Background: an optimization exercise with open tools, aiming at small area. Do not read the settings as production practice. In this exercise RTL edits were held to simulation tests only and were not proved equivalent to the original. Power figures rest on the tool's default switching activity, not on a simulated workload.

### flow/flow/run.sh
#!/bin/bash
# Layout: the standard flow, with single-drive buffers on the ports and
# a clock tree of larger sink clusters, without dummy loads.
set -euo pipefail
export BUFFER_PORTS_ARGS="-buffer_cell sky130_fd_sc_hd__buf_1"
export CTS_ARGS="-sink_clustering_enable -repair_clock_nets -dont_use_dummy_load -sink_clustering_size 28 -sink_clustering_max_diameter 90"
bash standard.sh > standard.log 2>&1
### flow/design.v
module converter (
    input wire [15:0] fixed_in,
    output reg [13:0] code_out
);
    reg sign;
    reg [15:0] magnitude;
    reg [2:0] cls;
    reg [9:0] x;
    always @(*) begin
        sign = fixed_in[15];
        magnitude = sign ? (~fixed_in + 16'd1) : fixed_in;
        casez (magnitude[15:10])
            6'b1?????: begin cls = 3'd6; x = magnitude[14:5]; end
            6'b01????: begin cls = 3'd5; x = magnitude[13:4]; end
            6'b001???: begin cls = 3'd4; x = magnitude[12:3]; end
            6'b0001??: begin cls = 3'd3; x = magnitude[11:2]; end
            6'b00001?: begin cls = 3'd2; x = magnitude[10:1]; end
            6'b000001: begin cls = 3'd1; x = magnitude[9:0]; end
            default:   begin cls = 3'd0; x = magnitude[9:0]; end
        endcase
        code_out = {sign, cls, x};
    end
endmodule
module code_to_fp16 (
    input wire [13:0] code,
    output reg [15:0] fp16
);
    reg [2:0] cls;
    reg [9:0] x;
    reg [4:0] exponent;
    reg [9:0] mantissa;
    always @(*) begin
        cls = code[12:10];
        x = code[9:0];
        if (cls != 3'd0) begin
            exponent = 5'd24 + {2'd0, cls};
            mantissa = x;
        end else begin
            casez (x)
                10'b1?????????: begin exponent = 5'd24; mantissa = {x[8:0], 1'b0}; end
                10'b01????????: begin exponent = 5'd23; mantissa = {x[7:0], 2'b0}; end
                10'b001???????: begin exponent = 5'd22; mantissa = {x[6:0], 3'b0}; end
                10'b0001??????: begin exponent = 5'd21; mantissa = {x[5:0], 4'b0}; end
                10'b00001?????: begin exponent = 5'd20; mantissa = {x[4:0], 5'b0}; end
                10'b000001????: begin exponent = 5'd19; mantissa = {x[3:0], 6'b0}; end
                10'b0000001???: begin exponent = 5'd18; mantissa = {x[2:0], 7'b0}; end
                10'b00000001??: begin exponent = 5'd17; mantissa = {x[1:0], 8'b0}; end
                10'b000000001?: begin exponent = 5'd16; mantissa = {x[0], 9'b0}; end
                10'b0000000001: begin exponent = 5'd15; mantissa = 10'd0; end
                default:        begin exponent = 5'd0;  mantissa = 10'd0; end
            endcase
        end
        fp16 = {code[13], exponent, mantissa};
    end
endmodule
module fifo (
    input wire clk,
    input wire reset,
    input wire write_enable,
    input wire [13:0] write_data,
    input wire read_enable,
    output reg [13:0] read_data,
    output wire read_strobe,
    output wire empty_flag,
    output wire full_flag
);
    reg [13:0] memory [0:63];
    reg [6:0] write_pointer, read_pointer;
    reg wrap_w, wrap_r;
    reg [6:0] write_pointer_sync, read_pointer_sync;
    wire [6:0] write_code = write_pointer | {7{wrap_w}};
    wire [6:0] read_code  = read_pointer  | {7{wrap_r}};
    assign empty_flag = (read_code == write_pointer_sync);
    assign full_flag  = (write_code == (read_pointer_sync ^ 7'h40));
    reg [13:0] read_word;
    integer k;
    always @(*) begin
        read_word = 14'd0;
        for (k = 0; k < 64; k = k + 1)
            read_word = read_word | ({14{read_pointer[5:0] == k}} & memory[k]);
    end
    wire do_write = write_enable && !full_flag;
    wire do_read  = read_enable && !empty_flag;
    assign read_strobe = !reset && do_read;
    always @(posedge clk or posedge reset) begin
        if (reset) begin
            write_pointer <= 7'd0;
            wrap_w <= 1'b0;
        end else if (do_write) begin
            write_pointer <= write_pointer + 7'd1;
            wrap_w <= (write_pointer == 7'd127);
        end
    end
    always @(posedge clk) begin
        if (do_write)
            memory[write_pointer[5:0]] <= write_data;
    end
    always @(posedge clk or posedge reset) begin
        if (reset) begin
            read_pointer <= 7'd0;
            wrap_r <= 1'b0;
        end else if (do_read) begin
            read_pointer <= read_pointer + 7'd1;
            wrap_r <= (read_pointer == 7'd127);
        end
    end
    always @(posedge clk) begin
        if (read_strobe)
            read_data <= read_word;
    end
    always @(posedge clk) begin
        write_pointer_sync <= write_code;
        read_pointer_sync <= read_code;
    end
endmodule
module imem (
    input wire clk,
    input wire rst,
    input wire shift_enable,
    input wire read_strobe,
    input wire [13:0] new_value,
    input wire [5:0] tap,
    output wire [13:0] tap_code
);
    reg [13:0] ring [0:63];
    reg [13:0] last;
    reg shift_d;
    reg shifted;
    reg [5:0] valid_count;
    reg pend0, pend1;
    reg [13:0] held_value;
    integer i;
    wire use0 = pend0 && (tap == 6'd0);
    wire use1 = pend1 && (tap == 6'd1);
    wire [13:0] fill = use0 ? new_value : (use1 ? held_value : ring[0]);
    wire [13:0] head = (use0 || use1) ? fill : (shifted ? last : ring[0]);
    always @(posedge clk or posedge rst) begin
        if (rst) begin
            shift_d <= 1'b0;
            shifted <= 1'b0;
            valid_count <= 6'd0;
            pend0 <= 1'b0;
            pend1 <= 1'b0;
        end else begin
            shift_d <= shift_enable;
            if (shift_d) begin
                if (valid_count != 6'd63)
                    valid_count <= valid_count + 6'd1;
                pend0 <= 1'b1;
                pend1 <= pend0;
                shifted <= 1'b1;
            end else begin
                if (use0) pend0 <= 1'b0;
                if (use1) pend1 <= 1'b0;
                if (tap == 6'd63) shifted <= 1'b0;
            end
        end
    end
    always @(posedge clk) begin
        if (read_strobe)
            held_value <= new_value;
    end
    always @(posedge clk) begin
        for (i = 0; i < 63; i = i + 1)
            ring[i] <= ring[i+1];
        ring[63] <= last;
        last <= fill;
    end
    assign tap_code = (tap < valid_count) ? head : 14'd0;
endmodule
module alu_mac (
    input wire clk,
    input wire reset,
    input wire [15:0] d_element,
    input wire [1023:0] cmem,
    output reg [5:0] tap_index,
    output reg [31:0] out,
    output reg done
);
    reg [31:0] sum;
    reg [15:0] cmem_element;
    integer k;
    always @(*) begin
        cmem_element = 16'd0;
        for (k = 0; k < 63; k = k + 1)
            cmem_element = cmem_element | ({16{tap_index == k}} & cmem[k*16 +: 16]);
    end
    wire [31:0] next_sum;
    mac_tree mac_tree_inst (
        .d(d_element),
        .c(cmem_element),
        .acc((tap_index == 6'd0) ? 32'd0 : sum),
        .s(next_sum)
    );
    always @(posedge clk or posedge reset) begin
        if (reset) begin
            tap_index <= 6'd0;
            out <= 32'd0;
            done <= 1'b0;
        end else begin
            tap_index <= tap_index + 6'd1;
            done <= (tap_index == 6'd63);
            if (tap_index == 6'd63)
                out <= sum;
        end
    end
    always @(posedge clk) begin
        sum <= next_sum;
    end
endmodule
module mac_tree (input wire [15:0] d, input wire [15:0] c, input wire [31:0] acc, output wire [31:0] s);
    wire p1 = d[0] & c[0];
    wire p2 = d[0] & c[1];
    wire p3 = d[0] & c[2];
    wire p4 = d[0] & c[3];
    wire p5 = d[0] & c[4];
    wire p6 = d[0] & c[5];
    wire p7 = d[0] & c[6];
    wire p8 = d[0] & c[7];
    wire p9 = d[0] & c[8];
    wire p10 = d[0] & c[9];
    wire p11 = d[0] & c[10];
    wire p12 = d[0] & c[11];
    wire p13 = d[0] & c[12];
    wire p14 = d[0] & c[13];
    wire p15 = d[0] & c[14];
    wire p16 = d[0] & c[15];
    wire p17 = d[1] & c[0];
    wire p18 = d[1] & c[1];
    wire p19 = d[1] & c[2];
    wire p20 = d[1] & c[3];
    wire p21 = d[1] & c[4];
    wire p22 = d[1] & c[5];
    wire p23 = d[1] & c[6];
    wire p24 = d[1] & c[7];
    wire p25 = d[1] & c[8];
    wire p26 = d[1] & c[9];
    wire p27 = d[1] & c[10];
    wire p28 = d[1] & c[11];
    wire p29 = d[1] & c[12];
    wire p30 = d[1] & c[13];
    wire p31 = d[1] & c[14];
    wire p32 = d[1] & c[15];
    wire p33 = d[2] & c[0];
    wire p34 = d[2] & c[1];
    wire p35 = d[2] & c[2];
    wire p36 = d[2] & c[3];
    wire p37 = d[2] & c[4];
    wire p38 = d[2] & c[5];
    wire p39 = d[2] & c[6];
    wire p40 = d[2] & c[7];
    wire p41 = d[2] & c[8];
    wire p42 = d[2] & c[9];
    wire p43 = d[2] & c[10];
    wire p44 = d[2] & c[11];
    wire p45 = d[2] & c[12];
    wire p46 = d[2] & c[13];
    wire p47 = d[2] & c[14];
    wire p48 = d[2] & c[15];
    wire p49 = d[3] & c[0];
    wire p50 = d[3] & c[1];
    wire p51 = d[3] & c[2];
    wire p52 = d[3] & c[3];
    wire p53 = d[3] & c[4];
    wire p54 = d[3] & c[5];
    wire p55 = d[3] & c[6];
    wire p56 = d[3] & c[7];
    wire p57 = d[3] & c[8];
    wire p58 = d[3] & c[9];
    wire p59 = d[3] & c[10];
    wire p60 = d[3] & c[11];
    wire p61 = d[3] & c[12];
    wire p62 = d[3] & c[13];
    wire p63 = d[3] & c[14];
    wire p64 = d[3] & c[15];
    wire p65 = d[4] & c[0];
    wire p66 = d[4] & c[1];
    wire p67 = d[4] & c[2];
    wire p68 = d[4] & c[3];
    wire p69 = d[4] & c[4];
    wire p70 = d[4] & c[5];
    wire p71 = d[4] & c[6];
    wire p72 = d[4] & c[7];
    wire p73 = d[4] & c[8];
    wire p74 = d[4] & c[9];
    wire p75 = d[4] & c[10];
    wire p76 = d[4] & c[11];
    wire p77 = d[4] & c[12];
    wire p78 = d[4] & c[13];
    wire p79 = d[4] & c[14];
    wire p80 = d[4] & c[15];
    wire p81 = d[5] & c[0];
    wire p82 = d[5] & c[1];
    wire p83 = d[5] & c[2];
    wire p84 = d[5] & c[3];
    wire p85 = d[5] & c[4];
    wire p86 = d[5] & c[5];
    wire p87 = d[5] & c[6];
    wire p88 = d[5] & c[7];
    wire p89 = d[5] & c[8];
    wire p90 = d[5] & c[9];
    wire p91 = d[5] & c[10];
    wire p92 = d[5] & c[11];
    wire p93 = d[5] & c[12];
    wire p94 = d[5] & c[13];
    wire p95 = d[5] & c[14];
    wire p96 = d[5] & c[15];
    wire p97 = d[6] & c[0];
    wire p98 = d[6] & c[1];
    wire p99 = d[6] & c[2];
    wire p100 = d[6] & c[3];
    wire p101 = d[6] & c[4];
    wire p102 = d[6] & c[5];
    wire p103 = d[6] & c[6];
    wire p104 = d[6] & c[7];
    wire p105 = d[6] & c[8];
    wire p106 = d[6] & c[9];
    wire p107 = d[6] & c[10];
    wire p108 = d[6] & c[11];
    wire p109 = d[6] & c[12];
    wire p110 = d[6] & c[13];
    wire p111 = d[6] & c[14];
    wire p112 = d[6] & c[15];
    wire p113 = d[7] & c[0];
    wire p114 = d[7] & c[1];
    wire p115 = d[7] & c[2];
    wire p116 = d[7] & c[3];
    wire p117 = d[7] & c[4];
    wire p118 = d[7] & c[5];
    wire p119 = d[7] & c[6];
    wire p120 = d[7] & c[7];
    wire p121 = d[7] & c[8];
    wire p122 = d[7] & c[9];
    wire p123 = d[7] & c[10];
    wire p124 = d[7] & c[11];
    wire p125 = d[7] & c[12];
    wire p126 = d[7] & c[13];
    wire p127 = d[7] & c[14];
    wire p128 = d[7] & c[15];
    wire p129 = d[8] & c[0];
    wire p130 = d[8] & c[1];
    wire p131 = d[8] & c[2];
    wire p132 = d[8] & c[3];
    wire p133 = d[8] & c[4];
    wire p134 = d[8] & c[5];
    wire p135 = d[8] & c[6];
    wire p136 = d[8] & c[7];
    wire p137 = d[8] & c[8];
    wire p138 = d[8] & c[9];
    wire p139 = d[8] & c[10];
    wire p140 = d[8] & c[11];
    wire p141 = d[8] & c[12];
    wire p142 = d[8] & c[13];
    wire p143 = d[8] & c[14];
    wire p144 = d[8] & c[15];
    wire p145 = d[9] & c[0];
    wire p146 = d[9] & c[1];
    wire p147 = d[9] & c[2];
    wire p148 = d[9] & c[3];
    wire p149 = d[9] & c[4];
    wire p150 = d[9] & c[5];
    wire p151 = d[9] & c[6];
    wire p152 = d[9] & c[7];
    wire p153 = d[9] & c[8];
    wire p154 = d[9] & c[9];
    wire p155 = d[9] & c[10];
    wire p156 = d[9] & c[11];
    wire p157 = d[9] & c[12];
    wire p158 = d[9] & c[13];
    wire p159 = d[9] & c[14];
    wire p160 = d[9] & c[15];
    wire p161 = d[10] & c[0];
    wire p162 = d[10] & c[1];
    wire p163 = d[10] & c[2];
    wire p164 = d[10] & c[3];
    wire p165 = d[10] & c[4];
    wire p166 = d[10] & c[5];
    wire p167 = d[10] & c[6];
    wire p168 = d[10] & c[7];
    wire p169 = d[10] & c[8];
    wire p170 = d[10] & c[9];
    wire p171 = d[10] & c[10];
    wire p172 = d[10] & c[11];
    wire p173 = d[10] & c[12];
    wire p174 = d[10] & c[13];
    wire p175 = d[10] & c[14];
    wire p176 = d[10] & c[15];
    wire p177 = d[11] & c[0];
    wire p178 = d[11] & c[1];
    wire p179 = d[11] & c[2];
    wire p180 = d[11] & c[3];
    wire p181 = d[11] & c[4];
    wire p182 = d[11] & c[5];
    wire p183 = d[11] & c[6];
    wire p184 = d[11] & c[7];
    wire p185 = d[11] & c[8];
    wire p186 = d[11] & c[9];
    wire p187 = d[11] & c[10];
    wire p188 = d[11] & c[11];
    wire p189 = d[11] & c[12];
    wire p190 = d[11] & c[13];
    wire p191 = d[11] & c[14];
    wire p192 = d[11] & c[15];
    wire p193 = d[12] & c[0];
    wire p194 = d[12] & c[1];
    wire p195 = d[12] & c[2];
    wire p196 = d[12] & c[3];
    wire p197 = d[12] & c[4];
    wire p198 = d[12] & c[5];
    wire p199 = d[12] & c[6];
    wire p200 = d[12] & c[7];
    wire p201 = d[12] & c[8];
    wire p202 = d[12] & c[9];
    wire p203 = d[12] & c[10];
    wire p204 = d[12] & c[11];
    wire p205 = d[12] & c[12];
    wire p206 = d[12] & c[13];
    wire p207 = d[12] & c[14];
    wire p208 = d[12] & c[15];
    wire p209 = d[13] & c[0];
    wire p210 = d[13] & c[1];
    wire p211 = d[13] & c[2];
    wire p212 = d[13] & c[3];
    wire p213 = d[13] & c[4];
    wire p214 = d[13] & c[5];
    wire p215 = d[13] & c[6];
    wire p216 = d[13] & c[7];
    wire p217 = d[13] & c[8];
    wire p218 = d[13] & c[9];
    wire p219 = d[13] & c[10];
    wire p220 = d[13] & c[11];
    wire p221 = d[13] & c[12];
    wire p222 = d[13] & c[13];
    wire p223 = d[13] & c[14];
    wire p224 = d[13] & c[15];
    wire p225 = d[14] & c[0];
    wire p226 = d[14] & c[1];
    wire p227 = d[14] & c[2];
    wire p228 = d[14] & c[3];
    wire p229 = d[14] & c[4];
    wire p230 = d[14] & c[5];
    wire p231 = d[14] & c[6];
    wire p232 = d[14] & c[7];
    wire p233 = d[14] & c[8];
    wire p234 = d[14] & c[9];
    wire p235 = d[14] & c[10];
    wire p236 = d[14] & c[11];
    wire p237 = d[14] & c[12];
    wire p238 = d[14] & c[13];
    wire p239 = d[14] & c[14];
    wire p240 = d[14] & c[15];
    wire p241 = d[15] & c[0];
    wire p242 = d[15] & c[1];
    wire p243 = d[15] & c[2];
    wire p244 = d[15] & c[3];
    wire p245 = d[15] & c[4];
    wire p246 = d[15] & c[5];
    wire p247 = d[15] & c[6];
    wire p248 = d[15] & c[7];
    wire p249 = d[15] & c[8];
    wire p250 = d[15] & c[9];
    wire p251 = d[15] & c[10];
    wire p252 = d[15] & c[11];
    wire p253 = d[15] & c[12];
    wire p254 = d[15] & c[13];
    wire p255 = d[15] & c[14];
    wire p256 = d[15] & c[15];
    wire a257 = acc[0];
    wire a258 = acc[1];
    wire a259 = acc[2];
    wire a260 = acc[3];
    wire a261 = acc[4];
    wire a262 = acc[5];
    wire a263 = acc[6];
    wire a264 = acc[7];
    wire a265 = acc[8];
    wire a266 = acc[9];
    wire a267 = acc[10];
    wire a268 = acc[11];
    wire a269 = acc[12];
    wire a270 = acc[13];
    wire a271 = acc[14];
    wire a272 = acc[15];
    wire a273 = acc[16];
    wire a274 = acc[17];
    wire a275 = acc[18];
    wire a276 = acc[19];
    wire a277 = acc[20];
    wire a278 = acc[21];
    wire a279 = acc[22];
    wire a280 = acc[23];
    wire a281 = acc[24];
    wire a282 = acc[25];
    wire a283 = acc[26];
    wire a284 = acc[27];
    wire a285 = acc[28];
    wire a286 = acc[29];
    wire a287 = acc[30];
    wire a288 = acc[31];
    wire s289 = p13 ^ p28;
    wire c290 = p13 & p28;
    wire s291 = p14 ^ p29 ^ p44;
    wire c292 = (p14 & p29) | (p14 & p44) | (p29 & p44);
    wire s293 = p59 ^ p74;
    wire c294 = p59 & p74;
    wire s295 = p15 ^ p30 ^ p45;
    wire c296 = (p15 & p30) | (p15 & p45) | (p30 & p45);
    wire s297 = p60 ^ p75 ^ p90;
    wire c298 = (p60 & p75) | (p60 & p90) | (p75 & p90);
    wire s299 = p105 ^ p120;
    wire c300 = p105 & p120;
    wire s301 = p16 ^ p31 ^ p46;
    wire c302 = (p16 & p31) | (p16 & p46) | (p31 & p46);
    wire s303 = p61 ^ p76 ^ p91;
    wire c304 = (p61 & p76) | (p61 & p91) | (p76 & p91);
    wire s305 = p106 ^ p121 ^ p136;
    wire c306 = (p106 & p121) | (p106 & p136) | (p121 & p136);
    wire s307 = p151 ^ p166;
    wire c308 = p151 & p166;
    wire s309 = p32 ^ p47 ^ p62;
    wire c310 = (p32 & p47) | (p32 & p62) | (p47 & p62);
    wire s311 = p77 ^ p92 ^ p107;
    wire c312 = (p77 & p92) | (p77 & p107) | (p92 & p107);
    wire s313 = p122 ^ p137 ^ p152;
    wire c314 = (p122 & p137) | (p122 & p152) | (p137 & p152);
    wire s315 = p167 ^ p182;
    wire c316 = p167 & p182;
    wire s317 = p48 ^ p63 ^ p78;
    wire c318 = (p48 & p63) | (p48 & p78) | (p63 & p78);
    wire s319 = p93 ^ p108 ^ p123;
    wire c320 = (p93 & p108) | (p93 & p123) | (p108 & p123);
    wire s321 = p138 ^ p153 ^ p168;
    wire c322 = (p138 & p153) | (p138 & p168) | (p153 & p168);
    wire s323 = p64 ^ p79 ^ p94;
    wire c324 = (p64 & p79) | (p64 & p94) | (p79 & p94);
    wire s325 = p109 ^ p124 ^ p139;
    wire c326 = (p109 & p124) | (p109 & p139) | (p124 & p139);
    wire s327 = p80 ^ p95 ^ p110;
    wire c328 = (p80 & p95) | (p80 & p110) | (p95 & p110);
    wire s329 = p9 ^ p24;
    wire c330 = p9 & p24;
    wire s331 = p10 ^ p25 ^ p40;
    wire c332 = (p10 & p25) | (p10 & p40) | (p25 & p40);
    wire s333 = p55 ^ p70;
    wire c334 = p55 & p70;
    wire s335 = p11 ^ p26 ^ p41;
    wire c336 = (p11 & p26) | (p11 & p41) | (p26 & p41);
    wire s337 = p56 ^ p71 ^ p86;
    wire c338 = (p56 & p71) | (p56 & p86) | (p71 & p86);
    wire s339 = p101 ^ p116;
    wire c340 = p101 & p116;
    wire s341 = p12 ^ p27 ^ p42;
    wire c342 = (p12 & p27) | (p12 & p42) | (p27 & p42);
    wire s343 = p57 ^ p72 ^ p87;
    wire c344 = (p57 & p72) | (p57 & p87) | (p72 & p87);
    wire s345 = p102 ^ p117 ^ p132;
    wire c346 = (p102 & p117) | (p102 & p132) | (p117 & p132);
    wire s347 = p147 ^ p162;
    wire c348 = p147 & p162;
    wire s349 = s289 ^ p43 ^ p58;
    wire c350 = (s289 & p43) | (s289 & p58) | (p43 & p58);
    wire s351 = p73 ^ p88 ^ p103;
    wire c352 = (p73 & p88) | (p73 & p103) | (p88 & p103);
    wire s353 = p118 ^ p133 ^ p148;
    wire c354 = (p118 & p133) | (p118 & p148) | (p133 & p148);
    wire s355 = p163 ^ p178 ^ p193;
    wire c356 = (p163 & p178) | (p163 & p193) | (p178 & p193);
    wire s357 = s291 ^ s293 ^ p89;
    wire c358 = (s291 & s293) | (s291 & p89) | (s293 & p89);
    wire s359 = p104 ^ p119 ^ p134;
    wire c360 = (p104 & p119) | (p104 & p134) | (p119 & p134);
    wire s361 = p149 ^ p164 ^ p179;
    wire c362 = (p149 & p164) | (p149 & p179) | (p164 & p179);
    wire s363 = p194 ^ p209 ^ a270;
    wire c364 = (p194 & p209) | (p194 & a270) | (p209 & a270);
    wire s365 = s295 ^ s297 ^ s299;
    wire c366 = (s295 & s297) | (s295 & s299) | (s297 & s299);
    wire s367 = p135 ^ p150 ^ p165;
    wire c368 = (p135 & p150) | (p135 & p165) | (p150 & p165);
    wire s369 = p180 ^ p195 ^ p210;
    wire c370 = (p180 & p195) | (p180 & p210) | (p195 & p210);
    wire s371 = p225 ^ a271 ^ c292;
    wire c372 = (p225 & a271) | (p225 & c292) | (a271 & c292);
    wire s373 = s301 ^ s303 ^ s305;
    wire c374 = (s301 & s303) | (s301 & s305) | (s303 & s305);
    wire s375 = s307 ^ p181 ^ p196;
    wire c376 = (s307 & p181) | (s307 & p196) | (p181 & p196);
    wire s377 = p211 ^ p226 ^ p241;
    wire c378 = (p211 & p226) | (p211 & p241) | (p226 & p241);
    wire s379 = a272 ^ c296 ^ c298;
    wire c380 = (a272 & c296) | (a272 & c298) | (c296 & c298);
    wire s381 = s309 ^ s311 ^ s313;
    wire c382 = (s309 & s311) | (s309 & s313) | (s311 & s313);
    wire s383 = s315 ^ p197 ^ p212;
    wire c384 = (s315 & p197) | (s315 & p212) | (p197 & p212);
    wire s385 = p227 ^ p242 ^ a273;
    wire c386 = (p227 & p242) | (p227 & a273) | (p242 & a273);
    wire s387 = c302 ^ c304 ^ c306;
    wire c388 = (c302 & c304) | (c302 & c306) | (c304 & c306);
    wire s389 = s317 ^ s319 ^ s321;
    wire c390 = (s317 & s319) | (s317 & s321) | (s319 & s321);
    wire s391 = p183 ^ p198 ^ p213;
    wire c392 = (p183 & p198) | (p183 & p213) | (p198 & p213);
    wire s393 = p228 ^ p243 ^ a274;
    wire c394 = (p228 & p243) | (p228 & a274) | (p243 & a274);
    wire s395 = c310 ^ c312 ^ c314;
    wire c396 = (c310 & c312) | (c310 & c314) | (c312 & c314);
    wire s397 = s323 ^ s325 ^ p154;
    wire c398 = (s323 & s325) | (s323 & p154) | (s325 & p154);
    wire s399 = p169 ^ p184 ^ p199;
    wire c400 = (p169 & p184) | (p169 & p199) | (p184 & p199);
    wire s401 = p214 ^ p229 ^ p244;
    wire c402 = (p214 & p229) | (p214 & p244) | (p229 & p244);
    wire s403 = a275 ^ c318 ^ c320;
    wire c404 = (a275 & c318) | (a275 & c320) | (c318 & c320);
    wire s405 = s327 ^ p125 ^ p140;
    wire c406 = (s327 & p125) | (s327 & p140) | (p125 & p140);
    wire s407 = p155 ^ p170 ^ p185;
    wire c408 = (p155 & p170) | (p155 & p185) | (p170 & p185);
    wire s409 = p200 ^ p215 ^ p230;
    wire c410 = (p200 & p215) | (p200 & p230) | (p215 & p230);
    wire s411 = p245 ^ a276 ^ c324;
    wire c412 = (p245 & a276) | (p245 & c324) | (a276 & c324);
    wire s413 = p96 ^ p111 ^ p126;
    wire c414 = (p96 & p111) | (p96 & p126) | (p111 & p126);
    wire s415 = p141 ^ p156 ^ p171;
    wire c416 = (p141 & p156) | (p141 & p171) | (p156 & p171);
    wire s417 = p186 ^ p201 ^ p216;
    wire c418 = (p186 & p201) | (p186 & p216) | (p201 & p216);
    wire s419 = p231 ^ p246 ^ a277;
    wire c420 = (p231 & p246) | (p231 & a277) | (p246 & a277);
    wire s421 = p112 ^ p127 ^ p142;
    wire c422 = (p112 & p127) | (p112 & p142) | (p127 & p142);
    wire s423 = p157 ^ p172 ^ p187;
    wire c424 = (p157 & p172) | (p157 & p187) | (p172 & p187);
    wire s425 = p202 ^ p217 ^ p232;
    wire c426 = (p202 & p217) | (p202 & p232) | (p217 & p232);
    wire s427 = p128 ^ p143 ^ p158;
    wire c428 = (p128 & p143) | (p128 & p158) | (p143 & p158);
    wire s429 = p173 ^ p188 ^ p203;
    wire c430 = (p173 & p188) | (p173 & p203) | (p188 & p203);
    wire s431 = p144 ^ p159 ^ p174;
    wire c432 = (p144 & p159) | (p144 & p174) | (p159 & p174);
    wire s433 = p6 ^ p21;
    wire c434 = p6 & p21;
    wire s435 = p7 ^ p22 ^ p37;
    wire c436 = (p7 & p22) | (p7 & p37) | (p22 & p37);
    wire s437 = p52 ^ p67;
    wire c438 = p52 & p67;
    wire s439 = p8 ^ p23 ^ p38;
    wire c440 = (p8 & p23) | (p8 & p38) | (p23 & p38);
    wire s441 = p53 ^ p68 ^ p83;
    wire c442 = (p53 & p68) | (p53 & p83) | (p68 & p83);
    wire s443 = p98 ^ p113;
    wire c444 = p98 & p113;
    wire s445 = s329 ^ p39 ^ p54;
    wire c446 = (s329 & p39) | (s329 & p54) | (p39 & p54);
    wire s447 = p69 ^ p84 ^ p99;
    wire c448 = (p69 & p84) | (p69 & p99) | (p84 & p99);
    wire s449 = p114 ^ p129 ^ a265;
    wire c450 = (p114 & p129) | (p114 & a265) | (p129 & a265);
    wire s451 = s331 ^ s333 ^ p85;
    wire c452 = (s331 & s333) | (s331 & p85) | (s333 & p85);
    wire s453 = p100 ^ p115 ^ p130;
    wire c454 = (p100 & p115) | (p100 & p130) | (p115 & p130);
    wire s455 = p145 ^ a266 ^ c330;
    wire c456 = (p145 & a266) | (p145 & c330) | (a266 & c330);
    wire s457 = s335 ^ s337 ^ s339;
    wire c458 = (s335 & s337) | (s335 & s339) | (s337 & s339);
    wire s459 = p131 ^ p146 ^ p161;
    wire c460 = (p131 & p146) | (p131 & p161) | (p146 & p161);
    wire s461 = a267 ^ c332 ^ c334;
    wire c462 = (a267 & c332) | (a267 & c334) | (c332 & c334);
    wire s463 = s341 ^ s343 ^ s345;
    wire c464 = (s341 & s343) | (s341 & s345) | (s343 & s345);
    wire s465 = s347 ^ p177 ^ a268;
    wire c466 = (s347 & p177) | (s347 & a268) | (p177 & a268);
    wire s467 = c336 ^ c338 ^ c340;
    wire c468 = (c336 & c338) | (c336 & c340) | (c338 & c340);
    wire s469 = s349 ^ s351 ^ s353;
    wire c470 = (s349 & s351) | (s349 & s353) | (s351 & s353);
    wire s471 = s355 ^ a269 ^ c342;
    wire c472 = (s355 & a269) | (s355 & c342) | (a269 & c342);
    wire s473 = c344 ^ c346 ^ c348;
    wire c474 = (c344 & c346) | (c344 & c348) | (c346 & c348);
    wire s475 = s357 ^ s359 ^ s361;
    wire c476 = (s357 & s359) | (s357 & s361) | (s359 & s361);
    wire s477 = s363 ^ c290 ^ c350;
    wire c478 = (s363 & c290) | (s363 & c350) | (c290 & c350);
    wire s479 = c352 ^ c354 ^ c356;
    wire c480 = (c352 & c354) | (c352 & c356) | (c354 & c356);
    wire s481 = s365 ^ s367 ^ s369;
    wire c482 = (s365 & s367) | (s365 & s369) | (s367 & s369);
    wire s483 = s371 ^ c294 ^ c358;
    wire c484 = (s371 & c294) | (s371 & c358) | (c294 & c358);
    wire s485 = c360 ^ c362 ^ c364;
    wire c486 = (c360 & c362) | (c360 & c364) | (c362 & c364);
    wire s487 = s373 ^ s375 ^ s377;
    wire c488 = (s373 & s375) | (s373 & s377) | (s375 & s377);
    wire s489 = s379 ^ c300 ^ c366;
    wire c490 = (s379 & c300) | (s379 & c366) | (c300 & c366);
    wire s491 = c368 ^ c370 ^ c372;
    wire c492 = (c368 & c370) | (c368 & c372) | (c370 & c372);
    wire s493 = s381 ^ s383 ^ s385;
    wire c494 = (s381 & s383) | (s381 & s385) | (s383 & s385);
    wire s495 = s387 ^ c308 ^ c374;
    wire c496 = (s387 & c308) | (s387 & c374) | (c308 & c374);
    wire s497 = c376 ^ c378 ^ c380;
    wire c498 = (c376 & c378) | (c376 & c380) | (c378 & c380);
    wire s499 = s389 ^ s391 ^ s393;
    wire c500 = (s389 & s391) | (s389 & s393) | (s391 & s393);
    wire s501 = s395 ^ c316 ^ c382;
    wire c502 = (s395 & c316) | (s395 & c382) | (c316 & c382);
    wire s503 = c384 ^ c386 ^ c388;
    wire c504 = (c384 & c386) | (c384 & c388) | (c386 & c388);
    wire s505 = s397 ^ s399 ^ s401;
    wire c506 = (s397 & s399) | (s397 & s401) | (s399 & s401);
    wire s507 = s403 ^ c322 ^ c390;
    wire c508 = (s403 & c322) | (s403 & c390) | (c322 & c390);
    wire s509 = c392 ^ c394 ^ c396;
    wire c510 = (c392 & c394) | (c392 & c396) | (c394 & c396);
    wire s511 = s405 ^ s407 ^ s409;
    wire c512 = (s405 & s407) | (s405 & s409) | (s407 & s409);
    wire s513 = s411 ^ c326 ^ c398;
    wire c514 = (s411 & c326) | (s411 & c398) | (c326 & c398);
    wire s515 = c400 ^ c402 ^ c404;
    wire c516 = (c400 & c402) | (c400 & c404) | (c402 & c404);
    wire s517 = s413 ^ s415 ^ s417;
    wire c518 = (s413 & s415) | (s413 & s417) | (s415 & s417);
    wire s519 = s419 ^ c328 ^ c406;
    wire c520 = (s419 & c328) | (s419 & c406) | (c328 & c406);
    wire s521 = c408 ^ c410 ^ c412;
    wire c522 = (c408 & c410) | (c408 & c412) | (c410 & c412);
    wire s523 = s421 ^ s423 ^ s425;
    wire c524 = (s421 & s423) | (s421 & s425) | (s423 & s425);
    wire s525 = p247 ^ a278 ^ c414;
    wire c526 = (p247 & a278) | (p247 & c414) | (a278 & c414);
    wire s527 = c416 ^ c418 ^ c420;
    wire c528 = (c416 & c418) | (c416 & c420) | (c418 & c420);
    wire s529 = s427 ^ s429 ^ p218;
    wire c530 = (s427 & s429) | (s427 & p218) | (s429 & p218);
    wire s531 = p233 ^ p248 ^ a279;
    wire c532 = (p233 & p248) | (p233 & a279) | (p248 & a279);
    wire s533 = c422 ^ c424 ^ c426;
    wire c534 = (c422 & c424) | (c422 & c426) | (c424 & c426);
    wire s535 = s431 ^ p189 ^ p204;
    wire c536 = (s431 & p189) | (s431 & p204) | (p189 & p204);
    wire s537 = p219 ^ p234 ^ p249;
    wire c538 = (p219 & p234) | (p219 & p249) | (p234 & p249);
    wire s539 = a280 ^ c428 ^ c430;
    wire c540 = (a280 & c428) | (a280 & c430) | (c428 & c430);
    wire s541 = p160 ^ p175 ^ p190;
    wire c542 = (p160 & p175) | (p160 & p190) | (p175 & p190);
    wire s543 = p205 ^ p220 ^ p235;
    wire c544 = (p205 & p220) | (p205 & p235) | (p220 & p235);
    wire s545 = p250 ^ a281 ^ c432;
    wire c546 = (p250 & a281) | (p250 & c432) | (a281 & c432);
    wire s547 = p176 ^ p191 ^ p206;
    wire c548 = (p176 & p191) | (p176 & p206) | (p191 & p206);
    wire s549 = p221 ^ p236 ^ p251;
    wire c550 = (p221 & p236) | (p221 & p251) | (p236 & p251);
    wire s551 = p192 ^ p207 ^ p222;
    wire c552 = (p192 & p207) | (p192 & p222) | (p207 & p222);
    wire s553 = p4 ^ p19;
    wire c554 = p4 & p19;
    wire s555 = p5 ^ p20 ^ p35;
    wire c556 = (p5 & p20) | (p5 & p35) | (p20 & p35);
    wire s557 = p50 ^ p65;
    wire c558 = p50 & p65;
    wire s559 = s433 ^ p36 ^ p51;
    wire c560 = (s433 & p36) | (s433 & p51) | (p36 & p51);
    wire s561 = p66 ^ p81 ^ a262;
    wire c562 = (p66 & p81) | (p66 & a262) | (p81 & a262);
    wire s563 = s435 ^ s437 ^ p82;
    wire c564 = (s435 & s437) | (s435 & p82) | (s437 & p82);
    wire s565 = p97 ^ a263 ^ c434;
    wire c566 = (p97 & a263) | (p97 & c434) | (a263 & c434);
    wire s567 = s439 ^ s441 ^ s443;
    wire c568 = (s439 & s441) | (s439 & s443) | (s441 & s443);
    wire s569 = a264 ^ c436 ^ c438;
    wire c570 = (a264 & c436) | (a264 & c438) | (c436 & c438);
    wire s571 = s445 ^ s447 ^ s449;
    wire c572 = (s445 & s447) | (s445 & s449) | (s447 & s449);
    wire s573 = c440 ^ c442 ^ c444;
    wire c574 = (c440 & c442) | (c440 & c444) | (c442 & c444);
    wire s575 = s451 ^ s453 ^ s455;
    wire c576 = (s451 & s453) | (s451 & s455) | (s453 & s455);
    wire s577 = c446 ^ c448 ^ c450;
    wire c578 = (c446 & c448) | (c446 & c450) | (c448 & c450);
    wire s579 = s457 ^ s459 ^ s461;
    wire c580 = (s457 & s459) | (s457 & s461) | (s459 & s461);
    wire s581 = c452 ^ c454 ^ c456;
    wire c582 = (c452 & c454) | (c452 & c456) | (c454 & c456);
    wire s583 = s463 ^ s465 ^ s467;
    wire c584 = (s463 & s465) | (s463 & s467) | (s465 & s467);
    wire s585 = c458 ^ c460 ^ c462;
    wire c586 = (c458 & c460) | (c458 & c462) | (c460 & c462);
    wire s587 = s469 ^ s471 ^ s473;
    wire c588 = (s469 & s471) | (s469 & s473) | (s471 & s473);
    wire s589 = c464 ^ c466 ^ c468;
    wire c590 = (c464 & c466) | (c464 & c468) | (c466 & c468);
    wire s591 = s475 ^ s477 ^ s479;
    wire c592 = (s475 & s477) | (s475 & s479) | (s477 & s479);
    wire s593 = c470 ^ c472 ^ c474;
    wire c594 = (c470 & c472) | (c470 & c474) | (c472 & c474);
    wire s595 = s481 ^ s483 ^ s485;
    wire c596 = (s481 & s483) | (s481 & s485) | (s483 & s485);
    wire s597 = c476 ^ c478 ^ c480;
    wire c598 = (c476 & c478) | (c476 & c480) | (c478 & c480);
    wire s599 = s487 ^ s489 ^ s491;
    wire c600 = (s487 & s489) | (s487 & s491) | (s489 & s491);
    wire s601 = c482 ^ c484 ^ c486;
    wire c602 = (c482 & c484) | (c482 & c486) | (c484 & c486);
    wire s603 = s493 ^ s495 ^ s497;
    wire c604 = (s493 & s495) | (s493 & s497) | (s495 & s497);
    wire s605 = c488 ^ c490 ^ c492;
    wire c606 = (c488 & c490) | (c488 & c492) | (c490 & c492);
    wire s607 = s499 ^ s501 ^ s503;
    wire c608 = (s499 & s501) | (s499 & s503) | (s501 & s503);
    wire s609 = c494 ^ c496 ^ c498;
    wire c610 = (c494 & c496) | (c494 & c498) | (c496 & c498);
    wire s611 = s505 ^ s507 ^ s509;
    wire c612 = (s505 & s507) | (s505 & s509) | (s507 & s509);
    wire s613 = c500 ^ c502 ^ c504;
    wire c614 = (c500 & c502) | (c500 & c504) | (c502 & c504);
    wire s615 = s511 ^ s513 ^ s515;
    wire c616 = (s511 & s513) | (s511 & s515) | (s513 & s515);
    wire s617 = c506 ^ c508 ^ c510;
    wire c618 = (c506 & c508) | (c506 & c510) | (c508 & c510);
    wire s619 = s517 ^ s519 ^ s521;
    wire c620 = (s517 & s519) | (s517 & s521) | (s519 & s521);
    wire s621 = c512 ^ c514 ^ c516;
    wire c622 = (c512 & c514) | (c512 & c516) | (c514 & c516);
    wire s623 = s523 ^ s525 ^ s527;
    wire c624 = (s523 & s525) | (s523 & s527) | (s525 & s527);
    wire s625 = c518 ^ c520 ^ c522;
    wire c626 = (c518 & c520) | (c518 & c522) | (c520 & c522);
    wire s627 = s529 ^ s531 ^ s533;
    wire c628 = (s529 & s531) | (s529 & s533) | (s531 & s533);
    wire s629 = c524 ^ c526 ^ c528;
    wire c630 = (c524 & c526) | (c524 & c528) | (c526 & c528);
    wire s631 = s535 ^ s537 ^ s539;
    wire c632 = (s535 & s537) | (s535 & s539) | (s537 & s539);
    wire s633 = c530 ^ c532 ^ c534;
    wire c634 = (c530 & c532) | (c530 & c534) | (c532 & c534);
    wire s635 = s541 ^ s543 ^ s545;
    wire c636 = (s541 & s543) | (s541 & s545) | (s543 & s545);
    wire s637 = c536 ^ c538 ^ c540;
    wire c638 = (c536 & c538) | (c536 & c540) | (c538 & c540);
    wire s639 = s547 ^ s549 ^ a282;
    wire c640 = (s547 & s549) | (s547 & a282) | (s549 & a282);
    wire s641 = c542 ^ c544 ^ c546;
    wire c642 = (c542 & c544) | (c542 & c546) | (c544 & c546);
    wire s643 = s551 ^ p237 ^ p252;
    wire c644 = (s551 & p237) | (s551 & p252) | (p237 & p252);
    wire s645 = a283 ^ c548 ^ c550;
    wire c646 = (a283 & c548) | (a283 & c550) | (c548 & c550);
    wire s647 = p208 ^ p223 ^ p238;
    wire c648 = (p208 & p223) | (p208 & p238) | (p223 & p238);
    wire s649 = p253 ^ a284 ^ c552;
    wire c650 = (p253 & a284) | (p253 & c552) | (a284 & c552);
    wire s651 = p224 ^ p239 ^ p254;
    wire c652 = (p224 & p239) | (p224 & p254) | (p239 & p254);
    wire s653 = p3 ^ p18;
    wire c654 = p3 & p18;
    wire s655 = s553 ^ p34 ^ p49;
    wire c656 = (s553 & p34) | (s553 & p49) | (p34 & p49);
    wire s657 = s555 ^ s557 ^ a261;
    wire c658 = (s555 & s557) | (s555 & a261) | (s557 & a261);
    wire s659 = s559 ^ s561 ^ c556;
    wire c660 = (s559 & s561) | (s559 & c556) | (s561 & c556);
    wire s661 = s563 ^ s565 ^ c560;
    wire c662 = (s563 & s565) | (s563 & c560) | (s565 & c560);
    wire s663 = s567 ^ s569 ^ c564;
    wire c664 = (s567 & s569) | (s567 & c564) | (s569 & c564);
    wire s665 = s571 ^ s573 ^ c568;
    wire c666 = (s571 & s573) | (s571 & c568) | (s573 & c568);
    wire s667 = s575 ^ s577 ^ c572;
    wire c668 = (s575 & s577) | (s575 & c572) | (s577 & c572);
    wire s669 = s579 ^ s581 ^ c576;
    wire c670 = (s579 & s581) | (s579 & c576) | (s581 & c576);
    wire s671 = s583 ^ s585 ^ c580;
    wire c672 = (s583 & s585) | (s583 & c580) | (s585 & c580);
    wire s673 = s587 ^ s589 ^ c584;
    wire c674 = (s587 & s589) | (s587 & c584) | (s589 & c584);
    wire s675 = s591 ^ s593 ^ c588;
    wire c676 = (s591 & s593) | (s591 & c588) | (s593 & c588);
    wire s677 = s595 ^ s597 ^ c592;
    wire c678 = (s595 & s597) | (s595 & c592) | (s597 & c592);
    wire s679 = s599 ^ s601 ^ c596;
    wire c680 = (s599 & s601) | (s599 & c596) | (s601 & c596);
    wire s681 = s603 ^ s605 ^ c600;
    wire c682 = (s603 & s605) | (s603 & c600) | (s605 & c600);
    wire s683 = s607 ^ s609 ^ c604;
    wire c684 = (s607 & s609) | (s607 & c604) | (s609 & c604);
    wire s685 = s611 ^ s613 ^ c608;
    wire c686 = (s611 & s613) | (s611 & c608) | (s613 & c608);
    wire s687 = s615 ^ s617 ^ c612;
    wire c688 = (s615 & s617) | (s615 & c612) | (s617 & c612);
    wire s689 = s619 ^ s621 ^ c616;
    wire c690 = (s619 & s621) | (s619 & c616) | (s621 & c616);
    wire s691 = s623 ^ s625 ^ c620;
    wire c692 = (s623 & s625) | (s623 & c620) | (s625 & c620);
    wire s693 = s627 ^ s629 ^ c624;
    wire c694 = (s627 & s629) | (s627 & c624) | (s629 & c624);
    wire s695 = s631 ^ s633 ^ c628;
    wire c696 = (s631 & s633) | (s631 & c628) | (s633 & c628);
    wire s697 = s635 ^ s637 ^ c632;
    wire c698 = (s635 & s637) | (s635 & c632) | (s637 & c632);
    wire s699 = s639 ^ s641 ^ c636;
    wire c700 = (s639 & s641) | (s639 & c636) | (s641 & c636);
    wire s701 = s643 ^ s645 ^ c640;
    wire c702 = (s643 & s645) | (s643 & c640) | (s645 & c640);
    wire s703 = s647 ^ s649 ^ c644;
    wire c704 = (s647 & s649) | (s647 & c644) | (s649 & c644);
    wire s705 = s651 ^ a285 ^ c648;
    wire c706 = (s651 & a285) | (s651 & c648) | (a285 & c648);
    wire s707 = p240 ^ p255 ^ a286;
    wire c708 = (p240 & p255) | (p240 & a286) | (p255 & a286);
    wire s709 = p2 ^ p17;
    wire c710 = p2 & p17;
    wire s711 = s653 ^ p33 ^ a259;
    wire c712 = (s653 & p33) | (s653 & a259) | (p33 & a259);
    wire s713 = s655 ^ a260 ^ c654;
    wire c714 = (s655 & a260) | (s655 & c654) | (a260 & c654);
    wire s715 = s657 ^ c554 ^ c656;
    wire c716 = (s657 & c554) | (s657 & c656) | (c554 & c656);
    wire s717 = s659 ^ c558 ^ c658;
    wire c718 = (s659 & c558) | (s659 & c658) | (c558 & c658);
    wire s719 = s661 ^ c562 ^ c660;
    wire c720 = (s661 & c562) | (s661 & c660) | (c562 & c660);
    wire s721 = s663 ^ c566 ^ c662;
    wire c722 = (s663 & c566) | (s663 & c662) | (c566 & c662);
    wire s723 = s665 ^ c570 ^ c664;
    wire c724 = (s665 & c570) | (s665 & c664) | (c570 & c664);
    wire s725 = s667 ^ c574 ^ c666;
    wire c726 = (s667 & c574) | (s667 & c666) | (c574 & c666);
    wire s727 = s669 ^ c578 ^ c668;
    wire c728 = (s669 & c578) | (s669 & c668) | (c578 & c668);
    wire s729 = s671 ^ c582 ^ c670;
    wire c730 = (s671 & c582) | (s671 & c670) | (c582 & c670);
    wire s731 = s673 ^ c586 ^ c672;
    wire c732 = (s673 & c586) | (s673 & c672) | (c586 & c672);
    wire s733 = s675 ^ c590 ^ c674;
    wire c734 = (s675 & c590) | (s675 & c674) | (c590 & c674);
    wire s735 = s677 ^ c594 ^ c676;
    wire c736 = (s677 & c594) | (s677 & c676) | (c594 & c676);
    wire s737 = s679 ^ c598 ^ c678;
    wire c738 = (s679 & c598) | (s679 & c678) | (c598 & c678);
    wire s739 = s681 ^ c602 ^ c680;
    wire c740 = (s681 & c602) | (s681 & c680) | (c602 & c680);
    wire s741 = s683 ^ c606 ^ c682;
    wire c742 = (s683 & c606) | (s683 & c682) | (c606 & c682);
    wire s743 = s685 ^ c610 ^ c684;
    wire c744 = (s685 & c610) | (s685 & c684) | (c610 & c684);
    wire s745 = s687 ^ c614 ^ c686;
    wire c746 = (s687 & c614) | (s687 & c686) | (c614 & c686);
    wire s747 = s689 ^ c618 ^ c688;
    wire c748 = (s689 & c618) | (s689 & c688) | (c618 & c688);
    wire s749 = s691 ^ c622 ^ c690;
    wire c750 = (s691 & c622) | (s691 & c690) | (c622 & c690);
    wire s751 = s693 ^ c626 ^ c692;
    wire c752 = (s693 & c626) | (s693 & c692) | (c626 & c692);
    wire s753 = s695 ^ c630 ^ c694;
    wire c754 = (s695 & c630) | (s695 & c694) | (c630 & c694);
    wire s755 = s697 ^ c634 ^ c696;
    wire c756 = (s697 & c634) | (s697 & c696) | (c634 & c696);
    wire s757 = s699 ^ c638 ^ c698;
    wire c758 = (s699 & c638) | (s699 & c698) | (c638 & c698);
    wire s759 = s701 ^ c642 ^ c700;
    wire c760 = (s701 & c642) | (s701 & c700) | (c642 & c700);
    wire s761 = s703 ^ c646 ^ c702;
    wire c762 = (s703 & c646) | (s703 & c702) | (c646 & c702);
    wire s763 = s705 ^ c650 ^ c704;
    wire c764 = (s705 & c650) | (s705 & c704) | (c650 & c704);
    wire s765 = s707 ^ c652 ^ c706;
    wire c766 = (s707 & c652) | (s707 & c706) | (c652 & c706);
    wire s767 = p256 ^ a287 ^ c708;
    wire c768 = (p256 & a287) | (p256 & c708) | (a287 & c708);
    assign s = {a288, s767, s765, s763, s761, s759, s757, s755, s753, s751, s749, s747, s745, s743, s741, s739, s737, s735, s733, s731, s729, s727, s725, s723, s721, s719, s717, s715, s713, s711, s709, p1} + {c768, c766, c764, c762, c760, c758, c756, c754, c752, c750, c748, c746, c744, c742, c740, c738, c736, c734, c732, c730, c728, c726, c724, c722, c720, c718, c716, c714, c712, c710, a258, a257};
endmodule
module control (
    input wire clk,
    input wire reset,
    input wire fifo_full,
    input wire fifo_empty,
    input wire mac_done,
    output reg write_enable,
    output reg read_enable,
    output reg shift_enable,
    output reg done
);
    reg reset_sync1, reset_sync2;
    always @(posedge clk) begin
        reset_sync1 <= reset;
        reset_sync2 <= reset_sync1;
    end
    localparam [2:0] READ_IDLE  = 3'd0,
                     FIFO_READ  = 3'd1,
                     IMEM_SHIFT = 3'd2,
                     START_MAC  = 3'd3,
                     WAIT_DONE  = 3'd4;
    reg write_state;
    reg [2:0] read_state;
    reg [2:0] next_read_state;
    always @(*) begin
        case (read_state)
            READ_IDLE:  next_read_state = fifo_empty ? READ_IDLE : FIFO_READ;
            FIFO_READ:  next_read_state = IMEM_SHIFT;
            IMEM_SHIFT: next_read_state = START_MAC;
            START_MAC:  next_read_state = WAIT_DONE;
            WAIT_DONE:  next_read_state = mac_done ? READ_IDLE : WAIT_DONE;
            default:    next_read_state = READ_IDLE;
        endcase
    end
    always @(posedge clk or posedge reset_sync2) begin
        if (reset_sync2) begin
            write_state <= 1'b0;
            write_enable <= 1'b0;
            read_state <= READ_IDLE;
            read_enable <= 1'b0;
            shift_enable <= 1'b0;
            done <= 1'b0;
        end else begin
            write_state <= !fifo_full;
            write_enable <= write_state;
            read_state <= next_read_state;
            read_enable <= (read_state == FIFO_READ);
            shift_enable <= (read_state == IMEM_SHIFT);
            done <= (read_state == WAIT_DONE) && mac_done;
        end
    end
endmodule
module datapath (
    input wire clk,
    input wire reset,
    input wire write_enable,
    input wire read_enable,
    input wire shift_enable,
    input wire [15:0] input_data,
    input wire [1023:0] cmem_data_in,
    output wire [31:0] result,
    output wire fifo_empty,
    output wire fifo_full,
    output wire done
);
    wire [13:0] in_code;
    wire [13:0] fifo_out;
    wire [13:0] tap_code;
    wire [15:0] tap_value;
    wire [5:0]  tap;
    wire        read_strobe;
    converter converter_inst (
        .fixed_in(input_data),
        .code_out(in_code)
    );
    fifo fifo_inst (
        .clk(clk),
        .reset(reset),
        .write_enable(write_enable),
        .write_data(in_code),
        .read_enable(read_enable),
        .read_data(fifo_out),
        .read_strobe(read_strobe),
        .empty_flag(fifo_empty),
        .full_flag(fifo_full)
    );
    imem imem_inst (
        .clk(clk),
        .rst(reset),
        .shift_enable(shift_enable),
        .read_strobe(read_strobe),
        .new_value(fifo_out),
        .tap(tap),
        .tap_code(tap_code)
    );
    code_to_fp16 decode_inst (
        .code(tap_code),
        .fp16(tap_value)
    );
    alu_mac alu_mac_inst (
        .clk(clk),
        .reset(reset),
        .d_element(tap_value),
        .cmem(cmem_data_in),
        .tap_index(tap),
        .out(result),
        .done(done)
    );
endmodule
module top_module (
    input wire clk,                 
    input wire reset,               
    input wire [15:0] input_data,   
    input wire [1023:0] cmem_data_in,  
    output wire [31:0] result,      
    output wire done                
);
    wire write_enable;
    wire read_enable;
    wire shift_enable;
    wire fifo_empty;
    wire fifo_full;
    wire mac_done;
    control control_inst (
        .clk(clk),
        .reset(reset),
        .fifo_full(fifo_full),
        .fifo_empty(fifo_empty),
        .mac_done(mac_done),
        .write_enable(write_enable),
        .read_enable(read_enable),
        .shift_enable(shift_enable),
        .done(done)
    );
    datapath datapath_inst (
        .clk(clk),
        .reset(reset),
        .write_enable(write_enable),
        .read_enable(read_enable),
        .shift_enable(shift_enable),
        .input_data(input_data),
        .cmem_data_in(cmem_data_in),
        .result(result),
        .fifo_empty(fifo_empty),
        .fifo_full(fifo_full),
        .done(mac_done)
    );
endmodule
### flow/constraint.sdc
create_clock -name core_clock -period 12.0 [get_ports {clk}]
set_input_delay 2.4000 -clock core_clock [delete_from_list [all_inputs] [get_ports {clk}]]
set_output_delay 2.4000 -clock core_clock [all_outputs]
set_load 0.01 [all_outputs]
### flow/standard.sh
#!/bin/bash
# synth_recipe.tcl (not shown) runs the flow's synth.tcl, then flattens the netlist and writes it again
# the make line also repeats each setting of config.mk as NAME=value (left out here)
make -C /OpenROAD-flow-scripts/flow DESIGN_CONFIG=/design/flow/config.mk WORK_HOME=/design/flow/orfs CLKGATE_MAP_FILE= SYNTH_SCRIPT=/design/flow/synth_recipe.tcl "${@:-finish}"
### flow/config.mk
export PLATFORM = sky130hd
export DESIGN_NAME = top_module
export DESIGN_NICKNAME = top_module
export VERILOG_FILES = /design/flow/design.v
export SDC_FILE = /design/flow/constraint.sdc
export NUM_CORES = 4
export LEC_CHECK = 0
export CAP_MARGIN = 20
export CORE_MARGIN = 2
export CORE_UTILIZATION = 50
export PLACE_DENSITY = 0.65
export SLEW_MARGIN = 20
==> summary.md, run 1 <==
The clock passes through at most 3 buffers. The terminus of the critical flop-to-flop path is datapath_inst.alu_mac_inst.sum[28]. Clock-pin slew was measured on the worst setup and hold paths at 0.10 ns. In this run the static leakage power is 30.1 nW. Cell internal power dissipation: 8.51 mW. Relative to the synthesized area, the layout overhead comes to 15.7%.

Leaving out filler cells and counting taps, the final layout contains 8,587. Along the worst path, the maximum fanout reaches 19. At the pin with the least slew margin, the transition time is 1.41 ns.

Cells with a size suffix above 1 make up 10.9% of the layout. The cell count after placement came out at 8,267. In this run the tightest slew margin relative to its limit is 5.97%. The share of the yosys chip area belonging to registers came out at 67.0%.

The run gives 0 as the number of hold buffers added after CTS. From bottom edge to top edge, the die measures 386 um. The pre-antenna-repair detailed-routing pass consisted of 12 iterations.

In this run, distinct cell masters in the synthesized netlist total 91. The tools report the placer congestion estimate as 1.13. Proportion of power drawn by the clock network: 29.6%. The final number of hold-violating endpoints is 0. The post-detailed-route wirelength per cell is 52.7 um, and the net load switching power is 2.62 mW.

For this design, the sink count on the clock tree is 1,955. For this run, the post-layout net count is 7,797. STA classifies the critical path endpoint as a flip-flop.

The floorplan step defined a die boundary enclosing 149,000 um2. Clock tree synthesis selected as its root buffer the cell sky130_fd_sc_hd__clkbuf_16. The run gives 58.1% as the final design utilization. The cell at the slowest stage of the critical path is sky130_fd_sc_hd__or3b_1. Summing every instance area after synthesis gives 72,800 um2. Registers are responsible for 63.9% of the overall power. The total power divided by cell area is 132 nW/um2.

For this run, the total global-route usage over all layers was measured as 60.3%. For this run, the leading register cell type out of synthesis is sky130_fd_sc_hd__dfxtp_1. The switching share of total power came out at 23.5%. The count of H-tree levels built during CTS came out at 3. The Yosys step of the flow raised 7 warnings. The routed design has 453,000 um of wire. The run gives 196 as the initial antenna violation count. The startpoint of the most critical register-to-register path was datapath_inst.alu_mac_inst.tap_index[1]. Count of buffers inserted at the top-level ports: 1,058. Launching element type of the critical path: a flip-flop. The flow ran to the end and the layout has no timing, DRC or antenna violations. The number of maximum-capacitance violations is 0, and the post-DP HPWL is 343,000 um.

Setup repair after global routing left no endpoint under its margin. Setup total negative slack on the finished layout was measured at 0 ns. The clock latency at the later pin of the worst-skew pair is 0.79 ns. In the routed design, unresolved DRC markers number 0. After the first detailed-routing iteration, the DRC count stood at 12,500.

The ratio of final minimum period to clock period came out at 90.1%. Across the routed clock network, the largest skew measured is 0.129 ns. The async set-or-reset flop fraction in the synthesized netlist works out to 3.73%. At the placement stage, the worst setup path has a slack of 0.949 ns. Data on the critical path is required at its endpoint by 12.64 ns. The worst hold-check slack was 0.146 ns. The via count of the first global-routing pass was 54,000. The total number of vias was 62,500. The worst register-to-register path has a setup slack of 1.18 ns. The tightest min-delay check is of the flip-flop to async pin type.

Cell count after synthesis: 5,264. The worst setup path is of the flip-flop to flip-flop kind. The number of buffers inserted by post-CTS setup repair is 0, and the vias per cell is 7.28. The placeable core region came out at 145,000 um2. TritonCTS created 86 clock buffers. The maximum ir drop on the vdd rail was 0.000217 V; the number of pins with negative max-slew slack in the final report was 0. The post-layout minimum cycle time came out at 10.82 ns. The total nets after synthesis was 6,594.

The floorplan has 140 rows. The number of synthesized flops with an enable pin was 924; the power share of the combinational group was 6.5%. The cell with the most instances on the worst path was sky130_fd_sc_hd__fa_1.

The number of gates resized after CTS was 0. The average instance in the mapped netlist occupies 13.8 um2. The x dimension of the die came out at 386 um. The effective utilization at floorplan is 50.2%. The total of endpoints with negative setup slack in the final report came out at 0.

The largest single stage delay on the critical path is 0.85 ns. TritonCTS built the clock tree. Across all setup checks in the final design, the least slack found is 1.18 ns. Arrival time at the worst endpoint: 11.46 ns. In this run, synthesis produced a sequential element count of 1,955. 1,075 I/O pins were placed.

Counting cells, the worst reg-to-reg path comes to 29. Entering global routing, the biggest net connects 74 pins. The achievable clock frequency was 0.0925 GHz. In this run the remaining antenna-violating nets after routing total 0. The tools report the global-route wire length before repair as 563,000 um. For the sum of overflow across all layers after global routing, the log shows 0.
cells in the mapped netlist, types with 6 or more instances:
cell,count,area (um2)
sky130_fd_sc_hd__a2111oi_0,12,105
sky130_fd_sc_hd__a211oi_1,15,113
sky130_fd_sc_hd__a21boi_0,14,105
sky130_fd_sc_hd__a21o_1,17,128
sky130_fd_sc_hd__a21oi_1,66,330
sky130_fd_sc_hd__a221oi_1,244,2140
sky130_fd_sc_hd__a222oi_1,8,80.1
sky130_fd_sc_hd__a22o_1,233,2040
sky130_fd_sc_hd__a22oi_1,456,3420
sky130_fd_sc_hd__a32oi_1,8,70.1
sky130_fd_sc_hd__and2_1,73,457
sky130_fd_sc_hd__and3_1,59,369
sky130_fd_sc_hd__buf_1,9,33.8
sky130_fd_sc_hd__buf_2,34,170
sky130_fd_sc_hd__buf_4,8,60.1
sky130_fd_sc_hd__clkbuf_1,176,661
sky130_fd_sc_hd__dfrtp_1,73,1830
sky130_fd_sc_hd__dfxtp_1,958,19200
sky130_fd_sc_hd__edfxtp_1,924,27700
sky130_fd_sc_hd__fa_1,225,4500
sky130_fd_sc_hd__ha_1,63,788
sky130_fd_sc_hd__inv_1,266,998
sky130_fd_sc_hd__mux2_2,35,394
sky130_fd_sc_hd__mux2i_1,19,190
sky130_fd_sc_hd__nand2_1,233,875
sky130_fd_sc_hd__nand2b_1,27,169
sky130_fd_sc_hd__nand3_1,90,450
sky130_fd_sc_hd__nand3b_1,16,120
sky130_fd_sc_hd__nand4_1,137,857
sky130_fd_sc_hd__nor2_1,316,1190
sky130_fd_sc_hd__nor2b_1,31,194
sky130_fd_sc_hd__nor3_1,71,355
sky130_fd_sc_hd__nor4_1,19,119
sky130_fd_sc_hd__o211ai_1,12,90.1
sky130_fd_sc_hd__o21ai_0,74,370
sky130_fd_sc_hd__o21bai_1,6,45.0
sky130_fd_sc_hd__o31a_1,6,52.6
sky130_fd_sc_hd__o31ai_1,13,97.6
sky130_fd_sc_hd__o31ai_2,7,87.6
sky130_fd_sc_hd__or2_2,26,163
sky130_fd_sc_hd__or4_1,21,158
sky130_fd_sc_hd__xnor2_1,52,455
sky130_fd_sc_hd__xor2_1,18,158
worst max path at each step:
stage	slack [ns]	end	startpoint
after floorplan	2.83	datapath_inst.alu_mac_inst.sum[29]	cmem_data_in[8]
after global placement	0.95	datapath_inst.alu_mac_inst.sum[30]	cmem_data_in[8]
after detailed placement	0.95	datapath_inst.alu_mac_inst.sum[30]	cmem_data_in[8]
after CTS	1.62	datapath_inst.alu_mac_inst.sum[30]	datapath_inst.alu_mac_inst.tap_index[1]
after global routing	1.12	datapath_inst.alu_mac_inst.sum[30]	datapath_inst.alu_mac_inst.tap_index[1]
final	1.18	datapath_inst.alu_mac_inst.sum[28]	datapath_inst.alu_mac_inst.tap_index[1]
critical path: cells and delay by family (launching register included):
family          cells  cell delay, ns
buf+inv             5            0.50
compound gates     10            3.45
xor+xnor            1            0.14
simple gates        5            2.19
flops               1            0.44
fa+ha+maj           8            3.95
power by group through the flow:
stage,combinational (mW),sequential (mW),clock [mW]
3_5_place_dp,0.625,7.26,0
5_1_grt,0.687,7.11,3.43
3_3_place_gp,0.612,7.26,0
4_1_cts,0.627,7.11,3.22
6_report,0.727,7.11,3.29
2_1_floorplan,0.125,7.28,0
state kept, by name, indices dropped and copies added, names as in the netlist, 14 cells and up:
signal,cells
datapath_inst.fifo_inst.memory,896
datapath_inst.alu_mac_inst.out,32
datapath_inst.alu_mac_inst.sum,32
datapath_inst.imem_inst.held_value,14
datapath_inst.imem_inst.last,14
datapath_inst.imem_inst.ring,896
datapath_inst.fifo_inst.read_data,14
layer usage:
layer  routed length (um)  GRT usage (%)
met1               146000           67.6
met2               162000           72.3
met3                94100           47.7
met4                46300           45.9
met5                 3500           22.3
layout make-up:
cell class	instances	area (um2)
Antenna cell	205	513
Clock buffer	86	2150
Fill cell	11700	60800
Inverter	269	1010
Multi-Input combinational cell	2810	23100
Sequential cell	1955	48800
Tap cell	1917	2400
Timing Repair Buffer	1345	6260
placed cells by master, fill, tap and decap left out, drive strengths merged, types with 17 or more instances in the layout:
cell	instances
buf	1332
dfxtp	958
edfxtp	924
a22oi	456
nor2	319
inv	268
a221oi	245
nand2	233
a22o	233
fa	225
diode	205
nand4	138
clkbuf	99
nand3	90
o21ai	78
nor3	74
and2	73
dfrtp	73
a21oi	66
ha	63
and3	59
xnor2	52
mux2	35
nor2b	31
nand2b	27
or2	27
nor4	24
or4	22
o31ai	20
mux2i	19
xor2	18
a21o	17
cell families (layout without fill, tap and decap cells):
group,after synthesis,after routing,synth area share [%]
adder cells (fa/ha/maj),289,289,7.29
AND/OR/NAND/NOR,1160,1160,8.07
AO/OA/AOI/OAI,1237,1237,13.3
flip-flops,1955,1955,67.0
multiplexers,54,54,0.803
XOR/XNOR,70,70,0.842
buffers and inverters,499,1700,2.70
other,0,205,0
through the flow:
step / cell area [um2] / power (mW)
floorplan: 72800 / 7.40
global placement: 81100 / 7.87
detailed placement: 81100 / 7.88
CTS: 83300 / 11.0
global route: 84000 / 11.2
finish: 84200 / 11.1
==> inputs of run 2 (changes only) <==
==> flow/flow/run.sh (replaced) <==
#!/bin/bash
# Layout: the standard flow, with single-drive buffers on the ports, a
# clock tree of larger sink clusters without dummy loads, and ABC mapping
# with relaxed delay targets (less area).
set -euo pipefail
rm -rf scripts
cp -r "$FLOW_HOME/scripts" scripts
sed -i 's/^&nf$/\&nf -R 200/; /upsize/d' scripts/abc_speed.script
export SCRIPTS_DIR="$PWD/scripts"
export BUFFER_PORTS_ARGS="-buffer_cell sky130_fd_sc_hd__buf_1"
export CTS_ARGS="-sink_clustering_enable -repair_clock_nets -dont_use_dummy_load -sink_clustering_size 28 -sink_clustering_max_diameter 90"
bash standard.sh > standard.log 2>&1
==> summary.md, run 2 <==
The run finished with no timing, DRC or antenna violations. From synthesis to final layout, the design area changed by 16.4%. In this run the deepest clock path goes through 3 buffers.

The fraction of the mapped netlist area in simple logic gates is 6.74%, and the I/O pin count is 1,075. Counting the fill cells in the layout gives 11,600. The tools report the number of CTS-inserted buffers as 84.

The top metal layer carrying routed signals was met5. VDD sags by at most 0.000154 V. The required arrival time at the worst endpoint came out at 12.61 ns. The commonest non-fill, non-tap cell in the layout is sky130_fd_sc_hd__buf_1. The maximum number of pins on one net before global-route repair was 75; the count of H-tree levels built during CTS was 3. The root buffer cell chosen for the clock tree is sky130_fd_sc_hd__clkbuf_16. Class of the most critical setup path: flip-flop to flip-flop. The slew at the pin closest to its max-slew limit is 1.40 ns.

In the post-synthesis netlist, the biggest area contributors are sky130_fd_sc_hd__edfxtp_1 39%, sky130_fd_sc_hd__dfxtp_1 27%, sky130_fd_sc_hd__fa_1 6.3%. Counting stages on the worst path, the most repeated cell is sky130_fd_sc_hd__fa_1. The detailed router finished its first iteration with 12,400 violations. The synthesized design contains 924 enable-type register cells.

The register bit total from synthesis is 1,955, and the sum of overflow across all layers after global routing is 0. After detailed routing, the number of remaining DRC violations is 0. After floorplanning, the core was sized to cover 142,000 um2. The analysis attributes to cell leakage a power of 29.8 nW. The async set-or-reset flop fraction in the synthesized netlist is 3.73%, and the highest fanout seen on the critical path is 12.

The ratio of final minimum period to clock period is 93.7%, and the clock sink total is 1,955. The terminus of the critical flop-to-flop path was datapath_inst.alu_mac_inst.sum[28]. The die is 382 um tall. In this run, distinct cell masters in the synthesized netlist total 58.

Area share of the largest cell type after synthesis: 38.8%. The worst hold path belongs to the class flip-flop to async pin. Measured against the total synthesized area, the mux share comes to 0.876%. The post-layout minimum cycle time works out to 11.24 ns. Counting instances in the post-synthesis netlist gives the leading cell types as 958 x sky130_fd_sc_hd__dfxtp_1, 924 x sky130_fd_sc_hd__edfxtp_1, 346 x sky130_fd_sc_hd__a221oi_1. The achievable clock frequency came out at 0.0890 GHz. The total power divided by cell area is 134 nW/um2.

The tools report the post-cts repair resize count as 0. The top cell types in the final layout, fill and taps aside, are 1,056 x sky130_fd_sc_hd__buf_1, 958 x sky130_fd_sc_hd__dfxtp_1, 924 x sky130_fd_sc_hd__edfxtp_1. Worst slew slack as a fraction of its limit: 6.49%. The worst setup path is captured at a flip-flop. The count of antenna-violating nets left after detailed routing was 0; the fraction of layout instances using a drive strength above 1 was 11.2%. In the routed layout, each cell is associated on average with a via count of 7.32. The logs give 71,400 um2 for the post-synth design cell area and 0.112 ns for the worst clock skew. For the aggregate global-route resource usage, the log shows 60.2%.
-- run 2: cell types whose count changed after synthesis, moves of 17 or more --
cell	previous run	this run
sky130_fd_sc_hd__a21oi_1	66	91
sky130_fd_sc_hd__and3_1	59	18
sky130_fd_sc_hd__nor2b_1	31	14
sky130_fd_sc_hd__nor2_1	316	341
sky130_fd_sc_hd__nand3_1	90	71
sky130_fd_sc_hd__nand2_1	233	191
sky130_fd_sc_hd__buf_2	34	2
sky130_fd_sc_hd__a22o_1	233	343
sky130_fd_sc_hd__a221oi_1	244	346
sky130_fd_sc_hd__a22oi_1	456	249
sky130_fd_sc_hd__clkbuf_1	176	195
sky130_fd_sc_hd__nor3_1	71	54
-- run 2: worst max-delay path by stage --
stage	end	slack, ns	depth (start not counted)	startpoint
after floorplan	datapath_inst.alu_mac_inst.sum[28]	2.04	33	cmem_data_in[669]
after global placement	datapath_inst.alu_mac_inst.sum[31]	0.87	32	cmem_data_in[814]
after detailed placement	datapath_inst.alu_mac_inst.sum[28]	0.91	35	cmem_data_in[571]
after CTS	datapath_inst.alu_mac_inst.sum[28]	1.10	43	datapath_inst.alu_mac_inst.tap_index[1]
after global routing	datapath_inst.alu_mac_inst.sum[28]	0.45	43	datapath_inst.alu_mac_inst.tap_index[1]
final	datapath_inst.alu_mac_inst.sum[28]	0.76	43	datapath_inst.alu_mac_inst.tap_index[1]
-- run 2: report_power, final --
group / switching (mW) / leakage [nW] / internal [mW] / total (mW)
Combinational: 0.611 / 11.8 / 0.117 / 0.728
Clock: 2.03 / 1.04 / 1.26 / 3.29
Sequential: 0.00250 / 16.9 / 7.11 / 7.11
-- run 2: critical path, delay by kind of cell (launching register included) --
family / cells / cell delay (ns)
adders and majority gates: 7 / 3.51
DFF: 1 / 0.47
xor gates and xnor gates: 1 / 0.14
AOI/OAI and AO/OA: 15 / 3.37
buffers and inverters: 7 / 0.88
and+or+nand+nor: 13 / 2.71
-- run 2: cell families (layout without fill, tap and decap cells) --
| kind of cell | Yosys count | in the layout |
|---|---|---|
| xor gates and xnor gates | 79 | 79 |
| and+or+nand+nor | 1000 | 1000 |
| AOI/OAI and AO/OA | 1199 | 1199 |
| muxes | 57 | 57 |
| buffers and inverters | 469 | 1745 |
| DFF | 1955 | 1955 |
| other | 0 | 142 |
| adders and majority gates | 289 | 289 |
-- run 2: final cells by class --
class	instances	area [um2]	share of cell area [%]
Tap cell	1890	2360	2.85
Inverter	264	991	1.19
Multi-Input combinational cell	2624	22000	26.5
Sequential cell	1955	48800	58.7
Antenna cell	142	355	0.428
Clock buffer	84	2100	2.53
Timing Repair Buffer	1397	6550	7.88
-- run 2: metal layers --
| metal | vias up | GRT usage, % |
|---|---|---|
| li1 | 21700 | - |
| met1 | 30300 | 66.8 |
| met2 | 7063 | 76.2 |
| met3 | 2016 | 42.4 |
| met4 | 110 | 49.2 |
| met5 | - | 12.7 |
-- run 2: per-stage QoR --
stage	instance area [um2]	setup WS [ns]	utilization, %	instances
final	83100	0.761	58.6	8356
after global routing	82900	0.451	58.5	8273
after CTS	82700	1.10	58.3	8208
after detailed placement	80600	0.911	56.8	8124
after global placement	80600	0.873	56.8	8124
after floorplan	71400	2.04	-	5048

Setup slack of run 2, layout unchanged: 0.761 ns with ideal ports, 0.761 ns with driving cells assumed (clock clkbuf_16, inputs buf_2), 0.191 ns with port delays also shifted by the 0.820 ns mid clock arrival.
